Context: an optimization exercise on an open-source flow, tuned for small area. The choices shown serve that exercise and are no tape-out recipe. Only simulation tests tie the RTL to the original design; equivalence was not proved. No activity file was given, so power comes from the tool's default toggle rates.

==> flow/run.sh <==
#!/bin/bash
# synth_recipe.tcl (not shown) runs the flow's synth.tcl, then flattens the netlist and writes it again
# the make line also repeats each setting of config.mk as NAME=value (left out here)
make -C /OpenROAD-flow-scripts/flow DESIGN_CONFIG=/design/flow/config.mk WORK_HOME=/design/flow/orfs CLKGATE_MAP_FILE= SYNTH_SCRIPT=/design/flow/synth_recipe.tcl finish
==> flow/config.mk <==
export PLATFORM = sky130hd
export DESIGN_NAME = EvE
export DESIGN_NICKNAME = EvE
export VERILOG_FILES = /design/flow/design.v
export SDC_FILE = /design/flow/constraint.sdc
export NUM_CORES = 4
export LEC_CHECK = 0
export CAP_MARGIN = 20
export CORE_MARGIN = 2
export CORE_UTILIZATION = 45
export PLACE_DENSITY = 0.6
export SLEW_MARGIN = 20
==> flow/constraint.sdc <==
create_clock -name core_clock -period 10.0 [get_ports {input_clk}]
set_input_delay 2.0000 -clock core_clock [delete_from_list [all_inputs] [get_ports {input_clk}]]
set_output_delay 2.0000 -clock core_clock [all_outputs]
set_load 0.01 [all_outputs]
==> flow/design.v <==
module EvE #(parameter num_PE = 2)(parent1, parent2, input_clk, wr_en, reset, cfg1, cfg2, cfg3, out1, out2, out3);
input [63:0] parent1;
input [63:0] parent2;
input input_clk, reset, wr_en;
output [64*num_PE-1:0] out1, out2, out3;
input [31:0] cfg1;
input [31:0] cfg2;
input [31:0] cfg3;
wire clk = input_clk;
wire rst = reset;
reg [55:0] memA [0:31];
reg [48:0] memB [0:31];    
reg [4:0]  wp, rpA, rpB;
reg [55:0] dA;
reg [48:0] dB;
reg        rdA, rdB;
always @(posedge clk) begin
  if (wr_en) begin
    memA[wp] <= parent1[55:0];
    memB[wp] <= {parent2[55], parent2[47:0]};
  end
end
always @(posedge clk) begin
  if (rst) begin
    wp  <= 5'd0;
    rpA <= 5'd0;
    rpB <= 5'd0;
  end else begin
    if (wr_en) wp <= wp + 5'd1;
    if (rdA && wp != 5'd0) rpA <= rpA + 5'd1;
    if (rdB && wp != 5'd0) rpB <= rpB + 5'd1;
  end
end
always @(posedge clk) begin
  if (rst) begin
    dA <= 56'd0;
    dB <= 49'd0;
  end else begin
    if (rdA) dA <= memA[rpA];
    if (rdB) dB <= memB[rpB];
  end
end
reg  [35:0] r1;
wire [35:0] R1 = {r1[0], r1[35:1]} ^ r1;
always @(posedge clk) begin
  if (rst) r1 <= 36'h101010101;
  else     r1 <= R1;
end
wire [3:0] S1;
assign S1[3] = R1[35:4] > cfg1;
assign S1[2] = R1[34:3] > cfg1;
assign S1[1] = R1[33:2] > cfg1;
assign S1[0] = R1[32:1] > cfg1;
wire gr1  = R1[35:4] > cfg2;
wire grt1 = R1[34:3] > cfg3;
wire       cA = dA[55];
wire       cB = dB[48];
wire [7:0] nA = dA[47:40], nB = dB[47:40];
wire [7:0] tA = dA[39:32], tB = dB[39:32];
wire eq_n = nA == nB;
wire gr_n = nA > nB;
wire eq_c = tA == tB;
wire gr_c = tA > tB;
wire same = cA == cB;
wire xEQ  = same & eq_n & (~cA | eq_c);
wire selB = (cA & ~cB) | (same & (gr_n | (cA & eq_n & gr_c)));
wire selA = ~xEQ & ~selB;
reg signalX, stage;
reg xv;                
reg x55;
reg [15:0] x4732;
reg [6:0]  x5448;
reg [31:0] xd0, xd1;   
wire xload = !stage && !signalX;
always @(posedge clk) begin
  if (rst) begin
    signalX <= 1'b1;
    stage   <= 1'b0;
    rdA     <= 1'b0;
    rdB     <= 1'b0;
    xv      <= 1'b0;
    x55     <= 1'b1;
    x4732   <= 16'hFFFF;
  end else begin
    stage <= ~stage;
    if (signalX) begin
      rdA     <= 1'b1;
      rdB     <= 1'b1;
      signalX <= 1'b0;
    end
    if (xload) begin
      rdA   <= 1'b0;
      rdB   <= 1'b0;
      xv    <= ~selB;
      x55   <= selB ? cB : cA;
      x4732 <= selB ? dB[47:32] : dA[47:32];
    end
    if (stage && !signalX) begin
      xv  <= 1'b0;
      rdA <= ~selB;
      rdB <= ~selA;
    end
  end
end
always @(posedge clk) begin
  if (xload) begin
    x5448 <= dA[54:48];
    xd0   <= dA[31:0];
    xd1[31:24] <= (xEQ & S1[3]) ? dB[31:24] : dA[31:24];
    xd1[23:16] <= (xEQ & S1[2]) ? dB[23:16] : dA[23:16];
    xd1[15:8]  <= (xEQ & S1[1]) ? dB[15:8]  : dA[15:8];
    xd1[7:0]   <= (xEQ & S1[0]) ? dB[7:0]   : dA[7:0];
  end
end
wire [31:0] p1w;
assign p1w[31:24] = S1[3] ? xd1[31:24] : xd1[31:24] + {5'd0, R1[2:0]};
assign p1w[23:16] = S1[2] ? xd1[23:16] : xd1[23:16] + {5'd0, R1[5:3]};
assign p1w[15:8]  = S1[1] ? xd1[15:8]  : xd1[15:8]  + {5'd0, R1[8:6]};
assign p1w[7:0]   = S1[0] ? xd1[7:0]   : xd1[7:0]   + {5'd0, R1[11:9]};
wire [55:0] c0 = {x55, x5448, x4732, xd0};
wire [55:0] c1 = {x55, x5448, x4732, p1w};
reg        dv0, dv1;
reg [55:0] dl0, dl1;
wire del0_match = x55 && (x4732[15:8] == 8'hFF || x4732[7:0] == 8'hFF);
always @(posedge clk) begin
  if (rst) begin
    dv0 <= 1'b0;
    dl0[55] <= 1'b1;
  end else if (!del0_match) begin
    dv0 <= xv;
    dl0[55] <= c0[55];
  end else begin
    dv0 <= 1'b0;
  end
end
always @(posedge clk) begin
  if (!del0_match) dl0[54:0] <= c0[54:0];
end
reg [7:0] dn [0:7];
reg [3:0] nd;
wire [7:0] mt1, mt2;
genvar gi;
generate
  for (gi = 0; gi < 8; gi = gi + 1) begin : gmatch
    assign mt1[gi] = dn[gi] == x4732[15:8];
    assign mt2[gi] = dn[gi] == x4732[7:0];
  end
endgenerate
wire del1_match = |mt1 | |mt2;
wire del1_add   = gr1 & xv & ~x55 & ~nd[3];
integer ii;
always @(posedge clk) begin
  if (rst) begin
    nd <= 4'd0;
    for (ii = 0; ii < 8; ii = ii + 1) dn[ii] <= 8'hFF;
  end else if (del1_add) begin
    dn[nd[2:0]] <= x4732[15:8];
    nd <= nd + 4'd1;
  end
end
wire del1_top  = (gr1 & xv) | (x55 & del1_match);
always @(posedge clk) begin
  if (rst) begin
    dv1 <= 1'b0;
    dl1[55] <= 1'b1;
  end else if (!del1_top) begin
    dv1 <= xv;
    dl1[55] <= c1[55];
  end else begin
    dv1 <= 1'b0;
  end
end
always @(posedge clk) begin
  if (!del1_top) dl1[54:0] <= c1[54:0];
end
reg        a0v;
reg [55:0] a0l;
always @(posedge clk) begin
  if (rst) begin
    a0v <= 1'b0;
    a0l <= {56{1'b1}};
  end else if (dv0) begin
    a0v <= 1'b1;
    a0l <= dl0;
  end else if (dl0[55]) begin
    a0v <= 1'b0;
    a0l <= {56{1'b1}};
  end
end
wire       conn1 = dl1[55];
wire [7:0] id1   = dl1[47:40];
wire A1 = dv1 &  conn1;
wire B1 = dv1 & ~conn1;
wire C1 = ~dv1 & ~conn1;
reg [7:0] prevID;
reg       cntEn;
reg [7:0] maxID;
wire      ge1 = id1 >= maxID;
always @(posedge clk) begin
  if (dv1 && (!conn1 || !rst)) prevID <= id1;
  else if (rst)                prevID <= 8'h05;
end
always @(posedge clk) begin
  if (!rst && maxID < 8'd128) begin
    if (cntEn) maxID <= maxID + 8'd1;
  end else begin
    maxID <= 8'd0;
  end
end
always @(posedge clk) begin
  if (rst)                cntEn <= 1'b0;
  else if (A1)            cntEn <= grt1;
  else if (~conn1)        cntEn <= ge1;
  else                    cntEn <= 1'b0;
end
reg        o1v;
reg [55:0] o1l;
always @(posedge clk) begin
  if (rst || (!dv1 && conn1)) begin
    o1v <= 1'b0;
    o1l <= {56{1'b1}};
  end else if (A1 && grt1) begin
    o1v <= 1'b1;
    o1l[55]    <= 1'b1;
    o1l[54:53] <= dl1[54:53];
    o1l[47:40] <= dl1[47:40];
    o1l[39:32] <= maxID;
    o1l[31:0]  <= dl1[31:0];
  end else if (dv1) begin
    o1v <= 1'b1;
    o1l <= dl1;
  end
end
reg       o2v;
reg       o2_55;
reg [1:0] o2_5453;
reg [7:0] o2_4740, o2_3932;
always @(posedge clk) begin
  if (rst || (dv1 && !grt1) || (!dv1 && conn1)) begin
    o2v     <= 1'b0;
    o2_55   <= 1'b1;
    o2_5453 <= 2'b11;
    o2_4740 <= 8'hFF;
    o2_3932 <= 8'hFF;
  end else if (A1) begin
    o2v     <= 1'b1;
    o2_55   <= 1'b0;
    o2_5453 <= dl1[54:53];
    o2_4740 <= maxID;
  end else if (B1) begin
    o2v     <= 1'b1;
    o2_55   <= 1'b1;
    o2_5453 <= 2'b00;
    o2_4740 <= id1;
    o2_3932 <= prevID;
  end
end
reg       o3v;
reg [1:0] o3_5453;
reg [7:0] o3_4740, o3_3932;
always @(posedge clk) begin
  if (rst || !C1) o3v <= !rst && A1 && grt1;
end
always @(posedge clk) begin
  if (A1 && grt1) begin
    o3_5453 <= dl1[54:53];
    o3_4740 <= maxID;
    o3_3932 <= dl1[39:32];
  end
end
assign out1[63:0]   = {a0v ? 8'h00 : 8'hFF, a0l};
assign out2[63:0]   = {64{1'b1}};
assign out3[63:0]   = {64{1'b1}};
assign out1[127:64] = {o1v ? 8'h01 : 8'hFF, o1l};
assign out2[127:64] = {o2v ? 8'h01 : 8'hFF, o2_55, o2_5453, 5'b11111, o2_4740, o2_3932,
                       {4{2'b11, {6{~o2v}}}}};
assign out3[127:64] = o3v ? {8'h01, 1'b1, o3_5453, 5'b11111, o3_4740, o3_3932, 32'hC0C0C0C0}
                          : {64{1'b1}};
endmodule
==> flow_summary_export.csv, run 1 <==
group,metric,value,unit
pwr,p_leak,56.10,nW
placement,io_buffers,429,
synth,synth_top_area_share,69.49,%
timing,max_slew_margin,20.78,%
clock_network,cts_hold_buf,0,
placement,dp_hpwl,237700,microns
floorplanning,core-area,0.3467,sq mm
synth,synth_edf_count,3632,
layout,drive_gt1_share,23.46,%
floorplanning,num_rows,216,
worst_setup_path,worstPathRequired,10.65,ns
synth,synthFlopType,"edfxtp_1",
synth,synth.most_common_cell,"edfxtp_1",
clock_network,cts_setup_buffers,0,
synth,netlist_area,0.1569,sq mm
placement,placed_cell_area,0.1662,sq mm
floorplanning,die-area,0.3535,sq mm
floorplanning,initial_core_util,45.26,%
global_route,grt_pass1_wl,598500,microns
timing,skew,0.06185,ns
clock_network,cts_buffers,409,
timing,hold_viol_final,0,
timing,grt_setup_unrepaired,"no",
detailed_routing,drt_iter0_drc,7980,
clock_network,cts.sinks,3961,
detailed_routing,dr.pass1.iters,5,
synth,ys_ff_latch,3961,
synth,yosysSeqAreaShare,73.69,%
global_route,antenna_found_initial,51,
synth,synth_area_leader_cell,"edfxtp_1",
worst_setup_path,worst-setup-path-type,"in2reg",
global_route,grt_usage,23.85,%
clock_network,clk_latency,1.00,ns
timing,setup_tns,0,ns
detailed_routing,route.detailed.wl_per_inst,32.32,microns
worst_setup_path,startpoint_type,"primary input",
clock_network,clk_path_buf_depth,4,
synth,ys_types,69,
synth,yosysWarnings,1,
worst_setup_path,path_max_fanout,11,
synth,syn_inst,7642,
floorplanning,die_x,594.6,microns
timing,setup_viol,0,
timing,drv_slew,0,
timing,max_freq,199.8,MHz
detailed_routing,wl,425100,microns
floorplanning,ios,611,
detailed_routing,drc,0,
pwr,peakVddDrop,0.1721,mV
timing,layout_min_cycle_time,5.005,ns
floorplanning,die_h,594.6,microns
layout,fin_area,0.1793,sq mm
placement,place.gp.congestion,0.8602,
layout,area_delta_synth_final,14.22,%
clock_network,cts_tree,"yes",
job,cap_violations,0,
global_route,grt_pass1_vias,78630,
pwr,power.total,39.11,mW
timing,worst_pin_slew,1.188,ns
global_route,grt_max_degree,149,
detailed_routing,viasPerCell,5.952,
pwr,p_per_area,218.2,mW/mm^2
synth,synthArstFlopShare,0,%
clock_network,cts_root_buf,"clkbuf_16",
timing,fin_crit_sh,50.05,%
layout,nNetsFinal,8680,
synth,syn_avg_cell_area,20.54,sq um
worst_setup_path,crit_arrival,5.66,ns
clock_network,cts_htree_levels,5,
clock_network,cts_resized,0,
synth,synth_common_cells,"3,632 x edfxtp_1, 1,050 x mux4_2, 329 x dfxtp_1",
clock_network,clk_pin_slew_worst_paths,0.06,ns
min_path,hold_path_class,"reg2reg",
timing,whs,0.4066,ns
detailed_routing,antenna_left,0,
global_route,grt_remaining_overflow,0,
outcome,status,"finished clean",
worst_setup_path,end_kind,"flip-flop",
detailed_routing,vias,78280,
synth,synth_area_leaders,"edfxtp_1 69%, mux4_2 15%, dfxtp_1 4.2%",
-- final cells by class --
cell class | instances | area (sq um)
fillers | 27180 | 167500
flip-flops and latches | 3961 | 115700
multi-input cells | 3066 | 38330
clock buffers | 558 | 11210
repair buffers | 622 | 5882
well taps | 4578 | 5728
clock inverters | 202 | 1800
inverters | 151 | 569.3
diodes | 14 | 35.03
-- where the power goes --
group / switching, mW / total [mW] / internal, mW
clock: 6.36 / 14.8 / 8.42
sequential: 0.409 / 19.1 / 18.7
combinational: 3.16 / 5.22 / 2.05
-- critical path, cell delays in order --
cell             delay, ns
clkdlybuf4s50_1       0.47
inv_1                 0.08
ha_1                  0.32
nand4_1               0.14
or4_1                 0.57
a21o_1                0.17
a31oi_1               0.49
o2111a_1              0.56
nand4_1               0.41
nand2b_1              0.42
-- stage by stage --
| stage | worst slack, ns | instances | util (%) |
|---|---|---|---|
| floorplan | 2.500 | 7799 | - |
| global placement | 4.025 | 12380 | 47.94 |
| detailed placement | 3.977 | 12380 | 47.94 |
| CTS | 4.955 | 13140 | 51.69 |
| global route | 4.820 | 13140 | 51.69 |
| finish | 4.995 | 13150 | 51.70 |
-- flip-flops by register name (all words and copies together), names as in the netlist, 49 cells and up --
name  flops
memA   1792
o1l      56
dl1      56
dn       64
dB       49
a0l      56
memB   1568
dA       56
dl0      56
-- cells by family (layout without fill, tap and decap cells) --
family | Yosys count | count (layout) | share of synthesized area, %
flops | 3961 | 3961 | 73.69
fa+ha+maj | 242 | 242 | 1.948
buf+inv | 772 | 1533 | 2.482
simple gates | 779 | 779 | 2.546
compound gates | 476 | 476 | 2.093
mux | 1206 | 1206 | 16.09
xor+xnor | 205 | 205 | 1.144
other cells | 1 | 172 | 0.002389
-- per-layer routing --
| layer | wire length [microns] | track usage, % | vias to the layer above |
|---|---|---|---|
| met3 | 28630 | 3.149 | 639 |
| met1 | 168400 | 31.93 | 42260 |
| li1 | - | - | 32150 |
| met5 | 180 | 0 | - |
| met4 | 14720 | 7.665 | 26 |
| met2 | 213200 | 40.61 | 3209 |
-- layout by cell type (no fill, tap or decap), types with 42 or more instances in the layout --
master / n
buf_4: 178
clkdlybuf4s50_1: 420
ha_1: 238
clkbuf_16: 413
nand2_1: 114
clkinv_2: 76
a211oi_1: 124
or2_2: 62
nand3_1: 45
o21ai_0: 48
edfxtp_1: 3632
o22a_1: 55
o22ai_1: 45
nor2_1: 186
xnor2_1: 99
clkinv_1: 62
clkbuf_1: 112
inv_1: 149
nor4_1: 42
nand4_1: 77
mux2i_1: 117
xor2_1: 99
mux4_2: 1050
dfxtp_1: 317
conb_1: 158
a21oi_1: 99
nand2b_1: 89
-- worst paths after layout --
path / from / to / slack [ns] / cells after the start
worst max-delay path: cfg2[15] / dn[7][6]$_SDFFCE_PN1P_ / 5.00 / 10
worst max register to register: r1[19]$_SDFF_PP0_ / dn[7][6]$_SDFFCE_PN1P_ / 5.51 / 9
worst min register to register: stage$_SDFF_PP0_ / stage$_SDFF_PP0_ / 0.41 / 1
worst min-delay path: stage$_SDFF_PP0_ / stage$_SDFF_PP0_ / 0.41 / 1
==> run 2: changes to the inputs <==
--- a/flow/design.v
+++ b/flow/design.v
@@ -31,13 +31,24 @@
     if (rdB && wp != 5'd0) rpB <= rpB + 5'd1;
   end
 end
+reg [55:0] rdA_val;
+reg [48:0] rdB_val;
+integer k;
+always @* begin
+  rdA_val = 56'd0;
+  rdB_val = 49'd0;
+  for (k = 0; k < 32; k = k + 1) begin
+    rdA_val = rdA_val | (memA[k] & {56{rpA == k}});
+    rdB_val = rdB_val | (memB[k] & {49{rpB == k}});
+  end
+end
 always @(posedge clk) begin
   if (rst) begin
     dA <= 56'd0;
     dB <= 49'd0;
   end else begin
-    if (rdA) dA <= memA[rpA];
-    if (rdB) dB <= memB[rpB];
+    if (rdA) dA <= rdA_val;
+    if (rdB) dB <= rdB_val;
   end
 end
 reg  [35:0] r1;
@@ -103,7 +114,7 @@
   end
 end
 always @(posedge clk) begin
-  if (xload) begin
+  begin
     x5448 <= dA[54:48];
     xd0   <= dA[31:0];
     xd1[31:24] <= (xEQ & S1[3]) ? dB[31:24] : dA[31:24];
@@ -117,24 +128,30 @@
 assign p1w[23:16] = S1[2] ? xd1[23:16] : xd1[23:16] + {5'd0, R1[5:3]};
 assign p1w[15:8]  = S1[1] ? xd1[15:8]  : xd1[15:8]  + {5'd0, R1[8:6]};
 assign p1w[7:0]   = S1[0] ? xd1[7:0]   : xd1[7:0]   + {5'd0, R1[11:9]};
-wire [55:0] c0 = {x55, x5448, x4732, xd0};
-wire [55:0] c1 = {x55, x5448, x4732, p1w};
 reg        dv0, dv1;
-reg [55:0] dl0, dl1;
+reg        d55_0, d55_1;
+reg [7:0]  d4740_0, d4740_1;
+reg [6:0]  d5448;
+reg [7:0]  d3932;
+reg [31:0] dw0, dw1;
+always @(posedge clk) begin
+  d5448   <= x5448;
+  d3932   <= x4732[7:0];
+  d4740_0 <= x4732[15:8];
+  dw0     <= xd0;
+  dw1     <= p1w;
+end
 wire del0_match = x55 && (x4732[15:8] == 8'hFF || x4732[7:0] == 8'hFF);
 always @(posedge clk) begin
   if (rst) begin
+    dv0   <= 1'b0;
+    d55_0 <= 1'b1;
+  end else if (!del0_match) begin
+    dv0   <= xv;
+    d55_0 <= x55;
+  end else begin
     dv0 <= 1'b0;
-    dl0[55] <= 1'b1;
-  end else if (!del0_match) begin
-    dv0 <= xv;
-    dl0[55] <= c0[55];
-  end else begin
-    dv0 <= 1'b0;
-  end
-end
-always @(posedge clk) begin
-  if (!del0_match) dl0[54:0] <= c0[54:0];
+  end
 end
 reg [7:0] dn [0:7];
 reg [3:0] nd;
@@ -161,18 +178,18 @@
 wire del1_top  = (gr1 & xv) | (x55 & del1_match);
 always @(posedge clk) begin
   if (rst) begin
+    dv1   <= 1'b0;
+    d55_1 <= 1'b1;
+  end else if (!del1_top) begin
+    dv1     <= xv;
+    d55_1   <= x55;
+    d4740_1 <= x4732[15:8];
+  end else begin
     dv1 <= 1'b0;
-    dl1[55] <= 1'b1;
-  end else if (!del1_top) begin
-    dv1 <= xv;
-    dl1[55] <= c1[55];
-  end else begin
-    dv1 <= 1'b0;
-  end
-end
-always @(posedge clk) begin
-  if (!del1_top) dl1[54:0] <= c1[54:0];
-end
+  end
+end
+wire [55:0] dl0 = {d55_0, d5448, d4740_0, d3932, dw0};
+wire [55:0] dl1 = {d55_1, d5448, d4740_1, d3932, dw1};
 reg        a0v;
 reg [55:0] a0l;
 always @(posedge clk) begin
==> flow_summary_export.csv, run 2 <==
group,metric,value,unit
timing,layout_setup_ws,4.953,ns
synth,synth-simple-area-share,5.092,%
layout,top_regs,"memA: 1792 flops, memB: 1568 flops, dn: 64 flops",
synth,syn_avg_cell_area,16.65,sq um
synth,netlist_area,0.1473,sq mm
worst_setup_path,path_cells,"clkdlybuf4s50_1 > inv_1 > ha_1 > nand4_1 > nor4_2 > nand2_1 > a31oi_2 > o211a_2 > nand4_2 > nand2b_1",
timing,worst_pin_slew,1.257,ns
global_route,grt_pass1_vias,85300,
detailed_routing,wl,511700,microns
synth,ys_ff_latch,3946,
synth,synth_top_area_share,70.50,%
worst_setup_path,slowest_delay,0.74,ns
synth,yosysSeqAreaShare,77.12,%
timing,grt_setup_unrepaired,"no",
pwr,p_per_area,220.6,mW/mm^2
layout,area_delta_synth_final,15.17,%
placement,dp_hpwl,276300,microns
detailed_routing,route.detailed.wl_per_inst,36.28,microns
global_route,antenna_found_initial,47,
synth,synthAdderAreaFrac,2.160,%
floorplanning,initial_core_util,45.11,%
synth,syn_inst,8848,
timing,drv_slew,0,
detailed_routing,vias,91090,
clock_network,cts.sinks,3946,
timing,setup_viol,0,
worst_setup_path,worst-setup-path-type,"in2reg",
timing,hold_viol_final,0,
clock_network,cts_buffers,392,
floorplanning,die-area,0.3320,sq mm
synth,synth_common_cells,"3,459 x edfxtp_1, 632 x a22oi_1, 487 x dfxtp_1",
clock_network,cts_tree,"yes",
worst_setup_path,end_kind,"flip-flop",
pwr,p_leak,55.25,nW
timing,skew,0.04766,ns
detailed_routing,drc,0,
clock_network,cts_root_buf,"clkbuf_16",
global_route,grt_pass1_wl,696000,microns
worst_setup_path,startpoint_type,"primary input",
detailed_routing,antenna_left,0,
clock_network,clk_latency,0.98,ns
placement,io_buffers,429,
synth,synthArstFlopShare,0,%
clock_network,cts_htree_levels,5,
placement,place.gp.congestion,0.8744,
global_route,grt_remaining_overflow,0,
placement,pre_cts_ws,3.936,ns
clock_network,clk_path_buf_depth,4,
synth,synth_area_leaders,"edfxtp_1 71%, dfxtp_1 6.6%, a22oi_1 3.2%",
worst_setup_path,crit_arrival,5.66,ns
timing,max_freq,198.1,MHz
synth,ys_types,74,
synth,synth_compound_gate_area_share,10.91,%
worst_setup_path,worstPathRequired,10.61,ns
clock_network,clk_pin_slew_worst_paths,0.06,ns
layout,layout_commonest_cell,"edfxtp_1",
floorplanning,ios,611,
layout,final_cell_mix,"3,459 x edfxtp_1, 632 x a22oi_1, 485 x dfxtp_1",
synth,synth_edf_count,3459,
worst_setup_path,slowest_stage,"o211a_2",
worst_setup_path,path_max_fanout,31,
layout,largest_register_ffs,1792,
layout,drive_gt1_share,11.05,%
timing,fin_crit_sh,50.47,%
clock_network,cts_resized,0,
synth,synthXorXnorAreaFrac,1.195,%
timing,layout_min_cycle_time,5.047,ns
layout,regMostFlops,"memA",
global_route,grt_max_degree,90,
detailed_routing,drt_iter0_drc,14920,
detailed_routing,viasPerCell,6.458,
worst_setup_path,cp_num_buf_inv,2,
synth,synth.most_common_cell,"edfxtp_1",
layout,n_fill_cell,26170,
clock_network,cts_hold_buf,0,
layout,multi_input_area,0.03081,sq mm
synth,yosysWarnings,1,
floorplanning,die_h,576.2,microns
layout,regArea,0.1136,sq mm
synth,muxShareOfSynthArea,0.5792,%
layout,nNetsFinal,9883,
min_path,hold_path_class,"reg2reg",
floorplanning,num_rows,210,
worst_setup_path,cpLargestDelayFamily,"simple AND/OR/NAND/NOR gates",
floorplanning,core-area,0.3266,sq mm
timing,max_slew_margin,15.54,%
global_route,grt_usage,30.00,%
detailed_routing,dr.pass1.iters,9,
synth,synthFlopType,"edfxtp_1",
synth,synth_top_family_by_area,"compound AO/OA/AOI/OAI gates",
job,cap_violations,0,
timing,setup_tns,0,ns
outcome,status,"finished clean",
floorplanning,die_x,576.2,microns
pwr,peakVddDrop,0.1398,mV
clock_network,cts_setup_buffers,0,
synth,synth_area_leader_cell,"edfxtp_1",
[run 2: cell types whose count changed after synthesis, sizes merged, moves of 158 or more]
cell,change
dfxtp,+158
a22oi,+630
nand4,+205
mux4,-1050
a221oi,+414
nor3,+183
a22o,+420
edfxtp,-173
[run 2: final timing paths]
| check | from | endpoint | slack (ns) | cells past startpoint |
|---|---|---|---|---|
| max reg2reg | r1[35]$_SDFF_PP0_ | dn[7][3]$_SDFFCE_PN1P_ | 5.67 | 9 |
| min | xd0[26]$_DFF_P_ | dw0[26]$_DFF_P_ | 0.31 | 0 |
| max | cfg2[31] | dn[7][3]$_SDFFCE_PN1P_ | 4.95 | 10 |
| min reg2reg | xd0[26]$_DFF_P_ | dw0[26]$_DFF_P_ | 0.31 | 0 |
[run 2: metrics by stage]
stage          instance area [sq um]  util [%]  std cells  hold WS, ns  power, mW
2_1_floorplan                 147900         -       9005       0.3096      21.41
3_3_place_gp                  157000     48.08      13350       0.3107      23.06
4_1_cts                       169600     51.94      14070       0.2991      37.44
5_1_grt                       169600     51.94      14090       0.2982      38.56
6_report                      169700     51.96      14100       0.3078      37.44
3_5_place_dp                  157000     48.08      13350       0.3121      23.17
[run 2: layout make-up]
type / instances / share of cell area [%]
Inverter: 146 / 0.3230
Clock buffer: 494 / 6.153
Antenna cell: 30 / 0.04424
Tap cell: 4346 / 3.205
Clock inverter: 224 / 1.259
Timing Repair Buffer: 730 / 3.899
Sequential cell: 3946 / 66.96
Multi-Input combinational cell: 4188 / 18.16
[run 2: where the power goes]
| group | internal, mW | leakage, nW | switching (mW) |
|---|---|---|---|
| registers | 18.3 | 35.0 | 0.323 |
| clock network | 8.22 | 6.17 | 6.32 |
| logic | 1.52 | 14.1 | 2.72 |
[run 2: logic make-up (layout without fill, tap and decap cells)]
family / Yosys count / in the layout
other: 1 / 188
AOI/OAI and AO/OA: 2045 / 2045
xor gates and xnor gates: 201 / 201
and+or+nand+nor: 1453 / 1453
adders and majority gates: 252 / 252
muxes: 79 / 79
DFF: 3946 / 3946
buffers and inverters: 871 / 1594
[run 2: per-layer routing]
metal / wire [microns] / GRT usage (%)
met5: 152 / 0
met4: 19740 / 10.01
met3: 63640 / 6.355
met2: 237400 / 48.30
met1: 190700 / 40.66
==> run 3: changes to the inputs <==
--- a/flow/design.v
+++ b/flow/design.v
@@ -44,13 +44,24 @@
 end
 always @(posedge clk) begin
   if (rst) begin
-    dA <= 56'd0;
-    dB <= 49'd0;
+    dA[55]    <= 1'b0;
+    dA[47:32] <= 16'd0;
+    dB[48:32] <= 17'd0;
   end else begin
-    if (rdA) dA <= rdA_val;
-    if (rdB) dB <= rdB_val;
+    if (rdA) begin
+      dA[55]    <= rdA_val[55];
+      dA[47:32] <= rdA_val[47:32];
+    end
+    if (rdB) dB[48:32] <= rdB_val[48:32];
   end
 end
+always @(posedge clk) begin
+  if (rdA) begin
+    dA[54:48] <= rdA_val[54:48];
+    dA[31:0]  <= rdA_val[31:0];
+  end
+  if (rdB) dB[31:0] <= rdB_val[31:0];
+end
 reg  [35:0] r1;
 wire [35:0] R1 = {r1[0], r1[35:1]} ^ r1;
 always @(posedge clk) begin
@@ -91,7 +102,6 @@
     rdB     <= 1'b0;
     xv      <= 1'b0;
     x55     <= 1'b1;
-    x4732   <= 16'hFFFF;
   end else begin
     stage <= ~stage;
     if (signalX) begin
--- a/flow/config.mk
+++ b/flow/config.mk
@@ -7,6 +7,8 @@
 export LEC_CHECK = 0
 export CAP_MARGIN = 20
 export CORE_MARGIN = 2
-export CORE_UTILIZATION = 45
-export PLACE_DENSITY = 0.6
+export CORE_UTILIZATION = 65
+export CTS_CLUSTER_DIAMETER = 80
+export CTS_CLUSTER_SIZE = 25
+export PLACE_DENSITY = 0.75
 export SLEW_MARGIN = 20
==> flow_summary_export.csv, run 3 <==
group,metric,value,unit
global_route,grt_pass1_vias,83000,
synth,synthArstFlopShare,0,%
worst_setup_path,worstPathRequired,10.52,ns
clock_network,cts_root_buf,"clkbuf_16",
global_route,grt_max_degree,99,
clock_network,cts_buffers,179,
floorplanning,die_h,478.6,microns
floorplanning,ios,611,
detailed_routing,drc,0,
outcome,status,"finished clean",
synth,yosysWarnings,1,
clock_network,cts_tree,"yes",
timing,grt_setup_unrepaired,"no",
pwr,p_int,23.29,mW
synth,netlist_area,0.1464,sq mm
worst_setup_path,reg2reg_depth,8,
worst_setup_path,worst-setup-path-type,"in2reg",
synth,synth_area_leader_cell,"edfxtp_1",
min_path,hp-start,"xd0[31]$_DFF_P_",
placement,place.gp.congestion,0.9055,
worst_setup_path,rrSetupSlack,5.44,ns
pwr,clkPwrFrac,27.0,%
floorplanning,num_rows,174,
worst_setup_path,regToRegEndpoint,"dn[3][3]$_SDFFCE_PN1P_",
timing,hold_viol_final,0,
floorplanning,die_x,478.6,microns
synth,yosysSeqAreaShare,78.19,%
synth,syn_inst,8437,
timing,max_freq,193.6,MHz
synth,synth.most_common_cell,"edfxtp_1",
clock_network,cts_hold_buf,0,
detailed_routing,antenna_left,0,
synth,synthFlopType,"edfxtp_1",
layout,fin_util,71.04,%
synth,ys_ff_latch,3946,
synth,synth_area_leaders,"edfxtp_1 73%, dfxtp_1 5.5%, a22oi_1 3.7%",
min_path,min_to,"dw0[31]$_DFF_P_",
pwr,p_per_area,194.5,mW/mm^2
floorplanning,initial_core_util,65.24,%
timing,skew,0.03775,ns
layout,area_delta_synth_final,8.900,%
job,cap_violations,0,
layout,fin_area,0.1595,sq mm
synth,syn_avg_cell_area,17.36,sq um
worst_setup_path,end_kind,"flip-flop",
detailed_routing,route.detailed.wl_per_inst,39.19,microns
worst_setup_path,r2r-start,"r1[16]$_SDFF_PP1_",
layout,final_cell_mix,"3,546 x edfxtp_1, 728 x a22oi_1, 425 x clkdlybuf4s50_1",
clock_network,cts_resized,0,
global_route,grt_pass1_wl,637900,microns
detailed_routing,dr.pass1.iters,9,
floorplanning,core-area,0.2245,sq mm
timing,whs,0.3273,ns
timing,layout_setup_ws,4.834,ns
synth,synth_top_area_share,72.72,%
clock_network,clk_path_buf_depth,3,
worst_setup_path,path_max_fanout,15,
timing,drv_slew,0,
worst_setup_path,startpoint_type,"primary input",
placement,placed_cell_area,0.1542,sq mm
layout,nNetsFinal,9217,
timing,max_slew_margin,11.82,%
clock_network,clk_pin_slew_worst_paths,0.11,ns
global_route,grt_usage,40.04,%
min_path,whs_path_depth,0,
layout,largest_register_ffs,1792,
timing,worst_pin_slew,1.323,ns
placement,pre_cts_ws,3.948,ns
clock_network,cts_setup_buffers,0,
global_route,antenna_found_initial,47,
detailed_routing,vias,88730,
timing,layout_min_cycle_time,5.166,ns
placement,io_buffers,429,
pwr,power.total,31.01,mW
synth,ys_types,76,
layout,regMostFlops,"memA",
layout,layout_commonest_cell,"edfxtp_1",
timing,fin_crit_sh,51.66,%
timing,setup_viol,0,
min_path,hold_path_class,"reg2reg",
clock_network,cts_htree_levels,4,
floorplanning,die-area,0.2291,sq mm
layout,top_regs,"memA: 1792 flops, memB: 1568 flops, dn: 64 flops",
pwr,p_sw,7.719,mW
pwr,seqPwrFrac,60.6,%
placement,dp_hpwl,246900,microns
pwr,switching_share,24.89,%
detailed_routing,viasPerCell,7.473,
global_route,grt_remaining_overflow,0,
synth,synth_common_cells,"3,546 x edfxtp_1, 728 x a22oi_1, 400 x dfxtp_1",
clock_network,cts.sinks,3946,
clock_network,clk_latency,0.90,ns
pwr,p_leak,50.74,nW
detailed_routing,drt_iter0_drc,18580,
pwr,combPwrFrac,12.4,%
worst_setup_path,crit_arrival,5.68,ns
synth,synth_edf_count,3546,
layout,drive_gt1_share,6.869,%
worst_setup_path,startpoint,"cfg2[31]",
pwr,peakVddDrop,0.1823,mV
detailed_routing,wl,465300,microns
==> run 3: cell types whose count changed after synthesis, moves of 71 or more <==
cell      before   now
a21oi_1      227    93
clkbuf_1     290   396
edfxtp_1    3459  3546
a222oi_1     106   177
a22oi_1      632   728
dfxtp_1      487   400
a22o_1       420   321
nor2_1       293   153
buf_2        133    10
nor3_1       222    25
==> run 3: worst max-delay path by stage <==
stage                     slack [ns]                      to  cells after the start
final                           4.83  dn[6][7]$_SDFFCE_PN1P_                      8
after global routing            4.69  dn[3][0]$_SDFFCE_PN1P_                      9
after CTS                       4.90  dn[6][7]$_SDFFCE_PN1P_                      8
after detailed placement        3.95  dn[6][5]$_SDFFCE_PN1P_                      8
after global placement          4.04  dn[6][3]$_SDFFCE_PN1P_                      8
after floorplan                -0.39    memA[8][0]$_DFFE_PP_                      3
==> run 3: layout make-up <==
cell class | count | area, sq um
diodes | 30 | 75.07
clock buffers | 272 | 4945
clock inverters | 22 | 247.7
fillers | 13520 | 64990
inverters | 153 | 576.8
multi-input cells | 3805 | 29260
flip-flops and latches | 3946 | 114500
well taps | 2992 | 3744
repair buffers | 653 | 6118
==> run 3: per-layer routing <==
| metal | share of wire (%) | global-route usage, % | vias to the layer above |
|---|---|---|---|
| met3 | 18 | 12.65 | 1482 |
| li1 | - | - | 34720 |
| met4 | 6.1 | 19.48 | 38 |
| met1 | 32 | 54.73 | 43570 |
| met5 | 0.11 | 0.8492 | - |
| met2 | 44 | 58.96 | 8913 |
==> run 3: cell families (layout without fill, tap and decap cells) <==
kind of cell | count (synthesis) | after routing | share of synthesized area, %
buf+inv | 843 | 1100 | 2.777
mux | 77 | 77 | 0.5751
xor+xnor | 201 | 201 | 1.202
other cells | 1 | 188 | 0.002561
fa+ha+maj | 252 | 252 | 2.174
compound gates | 1958 | 1958 | 10.82
flops | 3946 | 3946 | 78.19
simple gates | 1159 | 1159 | 4.267
==> run 3: stage by stage <==
stage | TNS (ns) | cells
5_1_grt | 0 | 11860
6_report | 0 | 11870
2_1_floorplan | -122.05 | 8594
3_5_place_dp | 0 | 11550
4_1_cts | 0 | 11840
3_3_place_gp | 0 | 11550
==> run 3: power groups by stage <==
stage                     logic [mW]  registers, mW  clock network, mW
after detailed placement        3.75           19.1                  0
after floorplan                 2.39           18.9                  0
final                           3.84           18.8               8.38
after global placement          3.63           19.1                  0
after global routing            4.21           18.8               8.86
after CTS                       3.77           18.8               8.31
==> run 3: worst max-delay path, cell delays in order <==
cell and delay, ns:
clkdlybuf4s50_1 0.47, inv_1 0.05, ha_1 0.35, nand4_2 0.15, nor4_2 0.63, o311ai_1 0.44, a211o_1 0.59, o31ai_1 0.99
==> run 4: changes to the inputs <==
==> flow/flow/run.sh (new file) <==
#!/bin/bash
# Own layout flow: the standard flow (standard.sh, with its unchanged
# synthesis), with two settings passed to ORFS through its own variables:
#  - clock tree synthesis with larger sink clusters and no dummy loads;
#  - port buffers (every input and output port still gets one) use the
#    smallest buffer cell; repair_design resizes them where needed.
# The make output goes to standard_flow.log; ORFS keeps each step's log
# under orfs/logs.
set -euo pipefail
export CTS_ARGS="-sink_clustering_enable -repair_clock_nets -dont_use_dummy_load -sink_clustering_size 25 -sink_clustering_max_diameter 80"
export BUFFER_PORTS_ARGS="-buffer_cell sky130_fd_sc_hd__buf_1"
bash standard.sh > standard_flow.log 2>&1
==> flow/standard.sh (new file) <==
#!/bin/bash
# synth_recipe.tcl (not shown) runs the flow's synth.tcl, then flattens the netlist and writes it again
# the make line also repeats each setting of config.mk as NAME=value (left out here)
make -C /OpenROAD-flow-scripts/flow DESIGN_CONFIG=/design/flow/config.mk WORK_HOME=/design/flow/orfs CLKGATE_MAP_FILE= SYNTH_SCRIPT=/design/flow/synth_recipe.tcl "${@:-finish}"
--- a/flow/config.mk
+++ b/flow/config.mk
@@ -8,7 +8,5 @@
 export CAP_MARGIN = 20
 export CORE_MARGIN = 2
 export CORE_UTILIZATION = 65
-export CTS_CLUSTER_DIAMETER = 80
-export CTS_CLUSTER_SIZE = 25
 export PLACE_DENSITY = 0.75
 export SLEW_MARGIN = 20
removed: flow/run.sh
==> flow_summary_export.csv, run 4 <==
group,metric,value,unit
synth,yosysWarnings,1,
synth,synth_common_cells,"3,546 x edfxtp_1, 728 x a22oi_1, 400 x dfxtp_1",
placement,placed_cell_area,0.1515,sq mm
detailed_routing,dr.pass1.iters,9,
clock_network,cts_tree,"yes",
layout,regMostFlops,"memA",
detailed_routing,dr_wl_met2,207800,microns
detailed_routing,viasPerCell,7.527,
clock_network,cts.sinks,3946,
synth,synth_edf_count,3546,
detailed_routing,wirelength_met1,148800,microns
detailed_routing,route.detailed.wl_per_inst,39.67,microns
floorplanning,die_x,478.6,microns
layout,top_regs,"memA: 1792 flops, memB: 1568 flops, dn: 64 flops",
timing,max_freq,206.7,MHz
worst_setup_path,critPathCapture,"memB[9][23]$_DFFE_PP_",
synth,syn_avg_cell_area,17.36,sq um
synth,yosysSeqAreaShare,78.19,%
layout,fin_util,69.64,%
floorplanning,core-area,0.2245,sq mm
layout,n_fill_cell,13790,
synth,ys_ff_latch,3946,
pwr,p_leak,49.51,nW
floorplanning,die_h,478.6,microns
global_route,grt_remaining_overflow,0,
timing,hold_viol_final,0,
clock_network,cts_htree_levels,4,
synth,synth_area_leaders,"edfxtp_1 73%, dfxtp_1 5.5%, a22oi_1 3.7%",
worst_setup_path,crit_arrival,5.32,ns
synth,synthFlopType,"edfxtp_1",
detailed_routing,wl,466700,microns
layout,area_delta_synth_final,6.752,%
synth,syn_inst,8437,
clock_network,clk_pin_slew_worst_paths,0.09,ns
worst_setup_path,startpoint,"wr_en",
pwr,peakVddDrop,0.1794,mV
detailed_routing,vias,88550,
worst_setup_path,critical_path.most_common_cell,"buf_4",
clock_network,clk_path_buf_depth,3,
outcome,check.faults,"antenna violations",
global_route,grt_pass1_vias,82440,
synth,synthArstFlopShare,0,%
layout,nNetsFinal,9219,
synth,ys_types,76,
pwr,p_per_area,194.7,mW/mm^2
synth,netlist_area,0.1464,sq mm
layout,largest_register_ffs,1792,
timing,max_slew_margin,15.13,%
placement,dp.cells,11550,
worst_setup_path,reg2reg_depth,8,
timing,fin_crit_sh,48.38,%
pwr,power.total,30.44,mW
layout,drive_gt1_share,7.816,%
clock_network,cts_hold_buf,0,
detailed_routing,wl_met3,79780,microns
timing,worst_pin_slew,1.273,ns
global_route,grt_usage,40.10,%
worst_setup_path,startpoint_type,"primary input",
timing,layout_min_cycle_time,4.838,ns
outcome,status,"complete, but fails checks",
detailed_routing,antenna_left,1,
min_path,hold_path_class,"reg2reg",
global_route,antenna_found_initial,52,
job,cap_violations,0,
worst_setup_path,r2r-start,"r1[14]$_SDFF_PP0_",
clock_network,cts_setup_buffers,0,
timing,grt_setup_unrepaired,"no",
worst_setup_path,worst-setup-path-type,"in2reg",
detailed_routing,maxUsedRoutingLayer,"met5",
global_route,grt_max_degree,94,
worst_setup_path,worstPathRequired,10.49,ns
detailed_routing,drt_iter0_drc,17890,
worst_setup_path,slowest_delay,1.03,ns
synth,synth.most_common_cell,"edfxtp_1",
global_route,grt_pass1_wl,636100,microns
clock_network,cts_buffers,181,
worst_setup_path,path_cells,"buf_1 > nand2_1 > nor3_4 > buf_4 > buf_4",
worst_setup_path,slowest_stage,"nor3_4",
worst_setup_path,regToRegEndpoint,"dn[1][0]$_SDFFCE_PN1P_",
placement,dp_hpwl,243600,microns
clock_network,clk_latency,0.91,ns
layout,layout_commonest_cell,"edfxtp_1",
timing,drv_slew,0,
placement,place.gp.congestion,0.9132,
floorplanning,die-area,0.2291,sq mm
layout,final_cell_mix,"3,546 x edfxtp_1, 728 x a22oi_1, 398 x dfxtp_1",
clock_network,cts_resized,0,
floorplanning,initial_core_util,65.24,%
clock_network,cts_root_buf,"clkbuf_16",
floorplanning,num_rows,174,
worst_setup_path,path_max_fanout,34,
detailed_routing,drc,0,
timing,skew,0.09954,ns
timing,setup_viol,0,
synth,synth_top_area_share,72.72,%
layout,fin_area,0.1563,sq mm
timing,whs,0.3257,ns
synth,synth_area_leader_cell,"edfxtp_1",
layout,finalNonFillerCells,11770,
worst_setup_path,rrSetupSlack,5.55,ns
placement,io_buffers,429,
worst_setup_path,end_kind,"flip-flop",
floorplanning,ios,611,
==> run 4: how the worst min path moves through the flow <==
stage,from,end,cells after the start
after floorplan,x5448[0]$_DFF_P_,d5448[0]$_DFF_P_,0
after global placement,xd0[4]$_DFF_P_,dw0[4]$_DFF_P_,0
after detailed placement,x5448[2]$_DFF_P_,d5448[2]$_DFF_P_,0
after CTS,xd0[27]$_DFF_P_,dw0[27]$_DFF_P_,0
after global routing,xd0[27]$_DFF_P_,dw0[27]$_DFF_P_,0
final,xd0[27]$_DFF_P_,dw0[27]$_DFF_P_,0
==> run 4: metal layers <==
| layer | global-route usage (%) | vias up |
|---|---|---|
| met4 | 21.73 | 38 |
| met5 | 0 | - |
| li1 | - | 34630 |
| met2 | 60.39 | 8809 |
| met3 | 11.50 | 1612 |
| met1 | 53.47 | 43460 |
==> run 4: layout make-up <==
class                   count  area, sq um  share of cell area, %
clock buffers             181         4529                  2.897
inverters                 153        576.8                 0.3690
well taps                2992         3744                  2.395
diodes                     35        87.58                0.05603
multi-input cells        3805        29270                  18.72
flip-flops and latches   3946       114500                  73.25
repair buffers            653         3615                  2.312
==> run 4: logic make-up after synthesis <==
family | share of synthesized area (%)
fa+ha+maj | 2.174
mux | 0.5751
flops | 78.19
buf+inv | 2.777
other cells | 0.002561
compound gates | 10.82
xor+xnor | 1.202
simple gates | 4.267
==> run 4: worst max-delay path: cells and delay by family <==
| family | cells | cell delay [ns] |
|---|---|---|
| buf+inv | 3 | 1.66 |
| simple gates | 2 | 1.58 |
==> run 4: stage by stage <==
stage,setup slack [ns],setup TNS (ns)
finish,5.162,0
global route,5.103,0
CTS,5.262,0
detailed placement,4.360,0
global placement,4.414,0
floorplan,-0.3875,-122.05
==> run 4: where the power goes <==
group	switching (mW)	internal, mW	total [mW]
clock network	4.69	3.23	7.92
registers	0.427	18.4	18.8
logic	2.39	1.35	3.73
total	7.50	22.9	30.4
==> run 5: changes to the inputs <==
--- a/flow/design.v
+++ b/flow/design.v
@@ -124,7 +124,7 @@
   end
 end
 always @(posedge clk) begin
-  begin
+  if (xload) begin
     x5448 <= dA[54:48];
     xd0   <= dA[31:0];
     xd1[31:24] <= (xEQ & S1[3]) ? dB[31:24] : dA[31:24];
@@ -133,24 +133,20 @@
     xd1[7:0]   <= (xEQ & S1[0]) ? dB[7:0]   : dA[7:0];
   end
 end
-wire [31:0] p1w;
-assign p1w[31:24] = S1[3] ? xd1[31:24] : xd1[31:24] + {5'd0, R1[2:0]};
-assign p1w[23:16] = S1[2] ? xd1[23:16] : xd1[23:16] + {5'd0, R1[5:3]};
-assign p1w[15:8]  = S1[1] ? xd1[15:8]  : xd1[15:8]  + {5'd0, R1[8:6]};
-assign p1w[7:0]   = S1[0] ? xd1[7:0]   : xd1[7:0]   + {5'd0, R1[11:9]};
 reg        dv0, dv1;
 reg        d55_0, d55_1;
-reg [7:0]  d4740_0, d4740_1;
-reg [6:0]  d5448;
-reg [7:0]  d3932;
-reg [31:0] dw0, dw1;
-always @(posedge clk) begin
-  d5448   <= x5448;
-  d3932   <= x4732[7:0];
-  d4740_0 <= x4732[15:8];
-  dw0     <= xd0;
-  dw1     <= p1w;
-end
+reg [7:0]  d4740_1;
+reg [3:0]  S1q;
+reg [11:0] R1q;
+always @(posedge clk) begin
+  S1q <= S1;
+  R1q <= R1[11:0];
+end
+wire [31:0] dw1;
+assign dw1[31:24] = S1q[3] ? xd1[31:24] : xd1[31:24] + {5'd0, R1q[2:0]};
+assign dw1[23:16] = S1q[2] ? xd1[23:16] : xd1[23:16] + {5'd0, R1q[5:3]};
+assign dw1[15:8]  = S1q[1] ? xd1[15:8]  : xd1[15:8]  + {5'd0, R1q[8:6]};
+assign dw1[7:0]   = S1q[0] ? xd1[7:0]   : xd1[7:0]   + {5'd0, R1q[11:9]};
 wire del0_match = x55 && (x4732[15:8] == 8'hFF || x4732[7:0] == 8'hFF);
 always @(posedge clk) begin
   if (rst) begin
@@ -198,8 +194,8 @@
     dv1 <= 1'b0;
   end
 end
-wire [55:0] dl0 = {d55_0, d5448, d4740_0, d3932, dw0};
-wire [55:0] dl1 = {d55_1, d5448, d4740_1, d3932, dw1};
+wire [55:0] dl0 = {d55_0, x5448, x4732, xd0};
+wire [55:0] dl1 = {d55_1, x5448, d4740_1, x4732[7:0], dw1};
 reg        a0v;
 reg [55:0] a0l;
 always @(posedge clk) begin
==> flow_summary_export.csv, run 5 <==
group,metric,value,unit
outcome,status,"finished clean",
timing,whs,0.4417,ns
layout,fin_area,0.1558,sq mm
synth,synth_area_leaders,"edfxtp_1 74%, a22oi_1 3.9%, dfxtp_1 3.5%",
floorplanning,num_rows,173,
timing,fin_crit_sh,50.40,%
worst_setup_path,worstPathRequired,10.75,ns
synth,synth_edf_count,3617,
global_route,grt_pass1_vias,83170,
layout,largest_register_ffs,1792,
layout,area_delta_synth_final,6.746,%
detailed_routing,antenna_left,0,
floorplanning,die-area,0.2283,sq mm
worst_setup_path,path_cells,"buf_1 > inv_1 > ha_1 > nand4_1 > nor4_1 > o31ai_1 > a21oi_2 > buf_4 > nand3_1 > inv_1 > o21ai_1 > o32a_1",
synth,synth.most_common_cell,"edfxtp_1",
pwr,p_per_area,190.3,mW/mm^2
layout,final_cell_mix,"3,617 x edfxtp_1, 749 x a22oi_1, 349 x a221oi_1",
timing,layout_setup_ws,4.960,ns
clock_network,cts_setup_buffers,0,
synth,syn_avg_cell_area,17.35,sq um
global_route,grt_usage,40.85,%
timing,skew,0.07426,ns
detailed_routing,drc,0,
synth,syn_inst,8414,
synth,yosysWarnings,1,
clock_network,clk_latency,0.91,ns
synth,yosysSeqAreaShare,77.96,%
timing,hold_viol_final,0,
placement,io_buffers,429,
min_path,hold_path_class,"reg2reg",
detailed_routing,route.detailed.wl_per_inst,40.19,microns
clock_network,cts_tree,"yes",
detailed_routing,viasPerCell,7.595,
layout,drive_gt1_share,8.290,%
global_route,grt_pass1_wl,645800,microns
detailed_routing,dr.pass1.iters,14,
clock_network,cts_hold_buf,0,
worst_setup_path,crit_arrival,5.79,ns
timing,max_freq,198.4,MHz
clock_network,clk_path_buf_depth,3,
placement,pre_cts_ws,4.032,ns
timing,setup_tns,0,ns
synth,netlist_area,0.1459,sq mm
placement,place.gp.congestion,0.9330,
global_route,antenna_found_initial,49,
clock_network,cts_buffers,175,
floorplanning,ios,611,
detailed_routing,wl,471500,microns
floorplanning,core-area,0.2227,sq mm
worst_setup_path,startpoint_type,"primary input",
detailed_routing,drt_iter0_drc,17940,
synth,ys_types,72,
global_route,grt_max_degree,90,
layout,layout_commonest_cell,"edfxtp_1",
synth,synth_area_leader_cell,"edfxtp_1",
clock_network,cts.sinks,3875,
layout,finalNonFillerCells,11730,
layout,top_regs,"memA: 1792 flops, memB: 1568 flops, dn: 64 flops",
timing,worst_pin_slew,1.246,ns
worst_setup_path,critical_path.most_common_cell,"inv_1",
synth,synth_top_area_share,74.42,%
timing,layout_min_cycle_time,5.040,ns
synth,synthArstFlopShare,0,%
floorplanning,die_h,477.8,microns
layout,nNetsFinal,9190,
synth,ys_ff_latch,3875,
timing,max_slew_margin,16.96,%
synth,synth_common_cells,"3,617 x edfxtp_1, 749 x a22oi_1, 363 x clkbuf_1",
floorplanning,initial_core_util,65.52,%
detailed_routing,vias,89110,
clock_network,cts_resized,0,
synth,synthFlopType,"edfxtp_1",
job,cap_violations,0,
placement,placed_cell_area,0.1511,sq mm
timing,drv_slew,0,
worst_setup_path,end_kind,"flip-flop",
layout,regMostFlops,"memA",
floorplanning,die_x,477.8,microns
worst_setup_path,worst-setup-path-type,"in2reg",
global_route,grt_remaining_overflow,0,
clock_network,clk_pin_slew_worst_paths,0.10,ns
placement,dp.cells,11510,
min_path,whs_path_depth,0,
worst_setup_path,slowest_stage,"nor4_1",
placement,dp_hpwl,248100,microns
timing,setup_viol,0,
pwr,p_leak,48.84,nW
clock_network,cts_htree_levels,4,
pwr,peakVddDrop,0.1573,mV
worst_setup_path,reg2reg_depth,11,
worst_setup_path,slowest_delay,0.76,ns
timing,grt_setup_unrepaired,"no",
worst_setup_path,path_max_fanout,22,
clock_network,cts_root_buf,"clkbuf_16",
-- run 5: cell types whose count changed after synthesis, moves of 29 or more --
cell,before,now
nand2b_1,70,99
mux2_1,33,0
edfxtp_1,3546,3617
buf_1,48,80
dfxtp_1,400,258
nand2_1,209,161
or3_1,76,47
clkbuf_1,396,363
o22ai_1,42,3
o21ai_0,51,86
-- run 5: layout make-up --
| class | count | area [sq um] |
|---|---|---|
| Sequential cell | 3875 | 113800 |
| Fill cell | 13740 | 66940 |
| Multi-Input combinational cell | 3841 | 29440 |
| Clock buffer | 175 | 4379 |
| Timing Repair Buffer | 653 | 3722 |
| Tap cell | 2975 | 3722 |
| Inverter | 165 | 621.8 |
| Antenna cell | 48 | 120.1 |
-- run 5: stage by stage --
step	total power, mW	util, %
floorplan	20.81	-
global placement	22.02	67.84
detailed placement	22.16	67.84
CTS	29.48	69.81
global route	30.44	69.92
finish	29.65	69.94
-- run 5: where the power goes --
| part | total (mW) | internal (mW) | switching (mW) |
|---|---|---|---|
| clock network | 7.74 | 3.13 | 4.61 |
| logic | 3.49 | 1.22 | 2.27 |
| registers | 18.4 | 18.1 | 0.367 |
-- run 5: critical path: cells and delay by family --
family                   cells  cell delay (ns)
buffers and inverters        4             1.13
AO/OA/AOI/OAI                4             1.19
AND/OR/NAND/NOR              3             1.15
adder cells (fa/ha/maj)      1             0.31
-- run 5: worst paths after layout --
kind	startpoint	end	slack (ns)
setup / recovery	cfg3[27]	o1l[52]$_SDFFE_PP1P_	4.96
setup reg to reg	r1[29]$_SDFF_PP0_	o1l[52]$_SDFFE_PP1P_	5.25
hold reg to reg	dA[52]$_DFFE_PP_	x5448[4]$_DFFE_PP_	0.44
hold / removal	dA[52]$_DFFE_PP_	x5448[4]$_DFFE_PP_	0.44
-- run 5: cells by family (layout without fill, tap and decap cells) --
kind of cell	after synthesis	in the layout	synth area share [%]
flip-flops	3875	3875	77.96
other	1	206	0.002569
buffers and inverters	855	993	2.813
AO/OA/AOI/OAI	1993	1993	10.94
multiplexers	66	66	0.4972
adder cells (fa/ha/maj)	252	252	2.181
XOR/XNOR	197	197	1.182
AND/OR/NAND/NOR	1175	1175	4.427
-- run 5: routing by layer --
metal  track usage (%)  wire length [microns]
met1             54.19                 148500
met5                 0                    332
met3             12.10                  82870
met4             22.38                  30050
met2             61.32                 209700
==> run 6: changes to the inputs <==
--- a/flow/config.mk
+++ b/flow/config.mk
@@ -7,6 +7,6 @@
 export LEC_CHECK = 0
 export CAP_MARGIN = 20
 export CORE_MARGIN = 2
-export CORE_UTILIZATION = 65
-export PLACE_DENSITY = 0.75
+export CORE_UTILIZATION = 55
+export PLACE_DENSITY = 0.65
 export SLEW_MARGIN = 20
==> flow_summary_export.csv, run 6 <==
group,metric,value,unit
clock_network,cts_hold_buf,0,
layout,layout_commonest_cell,"edfxtp_1",
synth,netlist_area,0.1459,sq mm
floorplanning,die-area,0.2695,sq mm
detailed_routing,wl,492200,microns
placement,io_buffers,429,
worst_setup_path,end_kind,"flip-flop",
synth,yosysSeqAreaShare,77.96,%
synth,synth_area_leaders,"edfxtp_1 74%, a22oi_1 3.9%, dfxtp_1 3.5%",
layout,top_regs,"memA: 1792 flops, memB: 1568 flops, dn: 64 flops",
timing,whs,0.4672,ns
timing,worst_pin_slew,1.186,ns
layout,regMostFlops,"memA",
floorplanning,die_x,519.1,microns
placement,dp_hpwl,253800,microns
floorplanning,num_rows,189,
layout,nNetsFinal,9208,
global_route,grt_max_degree,93,
pwr,p_leak,49.07,nW
timing,drv_slew,0,
detailed_routing,vias,88270,
global_route,grt_pass1_wl,665600,microns
synth,synthArstFlopShare,0,%
detailed_routing,viasPerCell,7.183,
synth,synth_common_cells,"3,617 x edfxtp_1, 749 x a22oi_1, 363 x clkbuf_1",
detailed_routing,drc,0,
worst_setup_path,crit_arrival,5.70,ns
layout,finalNonFillerCells,12290,
placement,dp.cells,12070,
layout,final_cell_mix,"3,617 x edfxtp_1, 749 x a22oi_1, 349 x a221oi_1",
clock_network,cts_setup_buffers,0,
timing,max_freq,202.8,MHz
worst_setup_path,reg2reg_depth,11,
detailed_routing,antenna_left,0,
synth,syn_inst,8414,
layout,fin_area,0.1570,sq mm
floorplanning,initial_core_util,55.15,%
layout,largest_register_ffs,1792,
clock_network,cts_root_buf,"clkbuf_16",
outcome,status,"finished clean",
timing,grt_setup_unrepaired,"no",
worst_setup_path,regToRegEndpoint,"o1l[49]$_SDFFE_PP1P_",
timing,max_slew_margin,20.92,%
job,cap_violations,0,
timing,layout_min_cycle_time,4.931,ns
synth,synth.most_common_cell,"edfxtp_1",
synth,yosysWarnings,1,
synth,ys_ff_latch,3875,
worst_setup_path,worst-setup-path-type,"in2reg",
layout,n_fill_cell,19380,
worst_setup_path,r2r-start,"r1[28]$_SDFF_PP0_",
min_path,min_to,"a0l[30]$_SDFFE_PP1P_",
worst_setup_path,path_max_fanout,22,
layout,drive_gt1_share,8.514,%
placement,placed_cell_area,0.1520,sq mm
global_route,grt_remaining_overflow,0,
timing,fin_crit_sh,49.31,%
pwr,power.total,30.11,mW
clock_network,cts.sinks,3875,
global_route,antenna_found_initial,36,
clock_network,clk_latency,0.92,ns
floorplanning,ios,611,
timing,skew,0.1038,ns
synth,synthFlopType,"edfxtp_1",
worst_setup_path,worstPathRequired,10.77,ns
synth,ys_types,72,
detailed_routing,drt_iter0_drc,16280,
min_path,whs_path_depth,1,
min_path,hp-start,"a0l[30]$_SDFFE_PP1P_",
clock_network,cts_resized,0,
clock_network,cts_buffers,190,
layout,area_delta_synth_final,7.558,%
clock_network,cts_htree_levels,4,
timing,hold_viol_final,0,
synth,syn_avg_cell_area,17.35,sq um
clock_network,clk_path_buf_depth,4,
synth,synth_edf_count,3617,
placement,place.gp.congestion,0.8900,
pwr,p_per_area,191.8,mW/mm^2
timing,setup_viol,0,
min_path,hold_path_class,"reg2reg",
synth,synth_top_area_share,74.42,%
floorplanning,die_h,519.1,microns
global_route,grt_usage,35.66,%
pwr,peakVddDrop,0.1473,mV
synth,synth_area_leader_cell,"edfxtp_1",
detailed_routing,route.detailed.wl_per_inst,40.05,microns
floorplanning,core-area,0.2646,sq mm
clock_network,cts_tree,"yes",
detailed_routing,dr.pass1.iters,9,
worst_setup_path,startpoint_type,"primary input",
global_route,grt_pass1_vias,81370,
clock_network,clk_pin_slew_worst_paths,0.09,ns
worst_setup_path,rrSetupSlack,5.39,ns
==> run 6: cell counts after synthesis <==
Identical to the previous run, type by type.
==> run 6: where the power goes <==
part	total, mW	switching, mW	internal [mW]
combinational	3.50	2.27	1.23
sequential	18.4	0.375	18.1
clock	8.17	4.78	3.40
==> run 6: worst max-delay path by stage <==
| stage | startpoint | endpoint | slack [ns] |
|---|---|---|---|
| after global placement | cfg2[5] | dn[1][3]$_SDFFCE_PN1P_ | 4.18 |
| after floorplan | wr_en | memA[8][0]$_DFFE_PP_ | -0.39 |
| after CTS | cfg3[27] | o1l[49]$_SDFFE_PP1P_ | 5.11 |
| after detailed placement | cfg3[27] | o1l[49]$_SDFFE_PP1P_ | 4.19 |
| after global routing | cfg2[27] | dn[2][4]$_SDFFCE_PN1P_ | 4.95 |
| final | cfg3[27] | o1l[49]$_SDFFE_PP1P_ | 5.07 |
==> run 6: cell families after synthesis <==
family | Yosys count | synth area share, %
adder cells (fa/ha/maj) | 252 | 2.181
multiplexers | 66 | 0.4972
flip-flops | 3875 | 77.96
AO/OA/AOI/OAI | 1993 | 10.94
XOR/XNOR | 197 | 1.182
AND/OR/NAND/NOR | 1175 | 4.427
other | 1 | 0.002569
buffers and inverters | 855 | 2.813
==> run 6: through the flow <==
step                worst slack [ns]  TNS, ns  utilization (%)
floorplan                    -0.3875  -122.05                -
global placement               4.182        0            57.43
detailed placement             4.195        0            57.43
CTS                            5.112        0            59.23
global route                   4.952        0            59.31
finish                         5.069        0            59.32
==> run 6: routing by layer <==
layer | GRT usage, % | share of wire (%)
met5 | 0 | 0.035
met4 | 15.31 | 4.9
met3 | 7.951 | 14
met2 | 55.31 | 46
met1 | 48.92 | 35
==> run 6: cell type report <==
cell class                 count  area, sq um  area share, %
timing repair buffer         656         3865          2.462
antenna                       29        72.57        0.04623
inverter                     165        621.8         0.3961
clock buffer                 190         4755          3.029
multi-input combinational   3841        29450          18.76
tap                         3533         4420          2.816
sequential                  3875       113800          72.49
==> run 6: worst max-delay path, cell delays in order <==
cell and delay, ns:
buf_1 0.07, inv_1 0.04, ha_1 0.31, nand4_1 0.24, nor4_1 0.75, o31ai_1 0.35
a21oi_2 0.23, buf_4 0.30, nand3_1 0.14, inv_1 0.70, o21ai_1 0.31, o32a_1 0.24
==> run 7: changes to the inputs <==
==> flow/run.sh (new file) <==
#!/bin/bash
# synth_recipe.tcl (not shown) runs the flow's synth.tcl, then flattens the netlist and writes it again
# the make line also repeats each setting of config.mk as NAME=value (left out here)
make -C /OpenROAD-flow-scripts/flow DESIGN_CONFIG=/design/flow/config.mk WORK_HOME=/design/flow/orfs CLKGATE_MAP_FILE= SYNTH_SCRIPT=/design/flow/synth_recipe.tcl finish
--- a/flow/config.mk
+++ b/flow/config.mk
@@ -7,6 +7,8 @@
 export LEC_CHECK = 0
 export CAP_MARGIN = 20
 export CORE_MARGIN = 2
-export CORE_UTILIZATION = 55
-export PLACE_DENSITY = 0.65
+export CORE_UTILIZATION = 65
+export CTS_CLUSTER_DIAMETER = 80
+export CTS_CLUSTER_SIZE = 25
+export PLACE_DENSITY = 0.75
 export SLEW_MARGIN = 20
removed: flow/flow/run.sh
removed: flow/standard.sh
==> flow_summary_export.csv, run 7 <==
group,metric,value,unit
synth,syn_avg_cell_area,17.35,sq um
floorplanning,die-area,0.2283,sq mm
layout,n_fill_cell,13190,
layout,nNetsFinal,9183,
timing,grt_setup_unrepaired,"no",
synth,yosysWarnings,1,
clock_network,clk_pin_slew_worst_paths,0.10,ns
layout,fin_util,71.46,%
floorplanning,ios,611,
timing,whs,0.4257,ns
detailed_routing,wl,471700,microns
worst_setup_path,path_cells,"clkdlybuf4s50_1 > inv_1 > ha_1 > nand4_1 > nor4_1 > o31ai_1 > a21oi_2 > buf_4 > nand3_1 > inv_1 > o21ai_1 > o32a_1",
layout,drive_gt1_share,7.370,%
layout,fin_area,0.1592,sq mm
synth,syn_inst,8414,
placement,dp_hpwl,244900,microns
pwr,power.total,30.38,mW
min_path,hold_path_class,"reg2reg",
floorplanning,core-area,0.2227,sq mm
clock_network,cts_resized,0,
clock_network,cts.sinks,3875,
synth,synth.most_common_cell,"edfxtp_1",
synth,synth-simple-area-share,4.427,%
worst_setup_path,path_max_fanout,22,
clock_network,cts_buffers,178,
floorplanning,num_rows,173,
detailed_routing,dr.pass1.iters,8,
global_route,grt_pass1_wl,646800,microns
worst_setup_path,worst-setup-path-type,"in2reg",
layout,final_cell_mix,"3,617 x edfxtp_1, 749 x a22oi_1, 427 x clkdlybuf4s50_1",
clock_network,cts_tree,"yes",
detailed_routing,maxUsedRoutingLayer,"met5",
synth,synth_common_cells,"3,617 x edfxtp_1, 749 x a22oi_1, 363 x clkbuf_1",
clock_network,cts_hold_buf,0,
global_route,grt_pass1_vias,83330,
clock_network,clk_latency,0.90,ns
detailed_routing,dr_wl_met2,208200,microns
detailed_routing,wirelength_met1,150400,microns
placement,placed_cell_area,0.1538,sq mm
timing,setup_tns,0,ns
worst_setup_path,slowest_delay,0.83,ns
detailed_routing,drc,0,
worst_setup_path,worstPathRequired,10.78,ns
synth,yosysSeqAreaShare,77.96,%
clock_network,cts_htree_levels,4,
timing,layout_setup_ws,4.589,ns
placement,pre_cts_ws,3.646,ns
synth,synthFlopType,"edfxtp_1",
timing,skew,0.04602,ns
placement,io_buffers,429,
outcome,status,"finished clean",
detailed_routing,viasPerCell,7.524,
detailed_routing,antenna_left,0,
worst_setup_path,startpoint_type,"primary input",
clock_network,cts_root_buf,"clkbuf_16",
global_route,grt_max_degree,93,
synth,synthAdderAreaFrac,2.181,%
worst_setup_path,critical_path.most_common_cell,"inv_1",
synth,synth_top_area_share,74.42,%
detailed_routing,drt_iter0_drc,18320,
worst_setup_path,crit_arrival,6.19,ns
synth,muxShareOfSynthArea,0.4972,%
worst_setup_path,end_kind,"flip-flop",
timing,drv_slew,0,
placement,place.gp.congestion,0.9138,
detailed_routing,route.detailed.wl_per_inst,39.83,microns
synth,synth_top_family_by_area,"compound AO/OA/AOI/OAI gates",
floorplanning,initial_core_util,65.52,%
pwr,p_leak,50.14,nW
global_route,grt_remaining_overflow,0,
detailed_routing,vias,89090,
timing,layout_min_cycle_time,5.411,ns
timing,worst_pin_slew,1.281,ns
layout,layout_commonest_cell,"edfxtp_1",
floorplanning,die_x,477.8,microns
timing,hold_viol_final,0,
layout,finalNonFillerCells,11840,
synth,synth_edf_count,3617,
synth,synthArstFlopShare,0,%
layout,regMostFlops,"memA",
worst_setup_path,slowest_stage,"nor4_1",
synth,ys_types,72,
layout,area_delta_synth_final,9.055,%
synth,synth_compound_gate_area_share,10.94,%
synth,synth_area_leader_cell,"edfxtp_1",
global_route,grt_usage,40.84,%
timing,max_slew_margin,14.58,%
layout,top_regs,"memA: 1792 flops, memB: 1568 flops, dn: 64 flops",
timing,fin_crit_sh,54.11,%
clock_network,cts_setup_buffers,0,
pwr,p_per_area,190.9,mW/mm^2
pwr,peakVddDrop,0.2193,mV
placement,dp.cells,11500,
floorplanning,die_h,477.8,microns
timing,max_freq,184.8,MHz
synth,netlist_area,0.1459,sq mm
synth,ys_ff_latch,3875,
synth,synth_area_leaders,"edfxtp_1 74%, a22oi_1 3.9%, dfxtp_1 3.5%",
job,cap_violations,0,
detailed_routing,wl_met3,82250,microns
layout,largest_register_ffs,1792,
clock_network,clk_path_buf_depth,3,
synth,synthXorXnorAreaFrac,1.182,%
global_route,antenna_found_initial,53,
timing,setup_viol,0,
-- run 7: changes by cell type in the layout (fill, tap and decap cells not counted), sizes merged --
cell	delta
inv	+13
diode	+19
buf	-341
clkbuf	-22
clkdlybuf4s50	+427
clkinv	+12
bufinv	+1
clkinvlp	+2
-- run 7: power by group --
group	switching [mW]	internal, mW	total, mW	leakage (nW)
Clock	4.87	3.49	8.36	2.51
Sequential	0.381	18.1	18.4	34.6
Combinational	2.25	1.32	3.57	13.0
Total	7.50	22.9	30.4	50.1
-- run 7: final timing paths --
path / start / endpoint / slack [ns] / depth (start not counted)
worst min-delay path: dA[52]$_DFFE_PP_ / x5448[4]$_DFFE_PP_ / 0.43 / 0
worst min register to register: dA[52]$_DFFE_PP_ / x5448[4]$_DFFE_PP_ / 0.43 / 0
worst max-delay path: cfg3[27] / o1l[49]$_SDFFE_PP1P_ / 4.59 / 12
worst max register to register: r1[29]$_SDFF_PP0_ / o1l[49]$_SDFFE_PP1P_ / 5.21 / 11
-- run 7: cells by family (layout without fill, tap and decap cells) --
| group | Yosys count | in the layout |
|---|---|---|
| compound gates | 1993 | 1993 |
| xor+xnor | 197 | 197 |
| fa+ha+maj | 252 | 252 |
| buf+inv | 855 | 1103 |
| flops | 3875 | 3875 |
| mux | 66 | 66 |
| other cells | 1 | 206 |
| simple gates | 1175 | 1175 |
-- run 7: area by class of cell --
cell class | count | area, sq um | share of cell area (%)
multi-input cells | 3841 | 29440 | 18.49
diodes | 48 | 120.1 | 0.07547
well taps | 2975 | 3722 | 2.339
flip-flops and latches | 3875 | 113800 | 71.49
inverters | 165 | 621.8 | 0.3907
clock buffers | 267 | 4895 | 3.075
clock inverters | 28 | 347.8 | 0.2185
repair buffers | 643 | 6228 | 3.913
-- run 7: worst max-delay path: cells and delay by family --
family	cells	cell delay [ns]
buffers and inverters	4	1.52
and+or+nand+nor	3	1.20
AOI/OAI and AO/OA	4	1.14
adders and majority gates	1	0.30
-- run 7: per-layer routing --
layer	vias to the layer above	track usage, %
met3	1520	12.12
met1	44060	54.75
met4	38	22.44
li1	34660	-
met2	8814	60.57
met5	-	0.6933

Check on run 7: ideal ports give 4.589 ns setup slack; a clkbuf_16 on the clock port and buf_2 on the inputs give 4.649 ns; moving port delays by the midpoint clock arrival (0.972 ns) as well gives 3.678 ns.
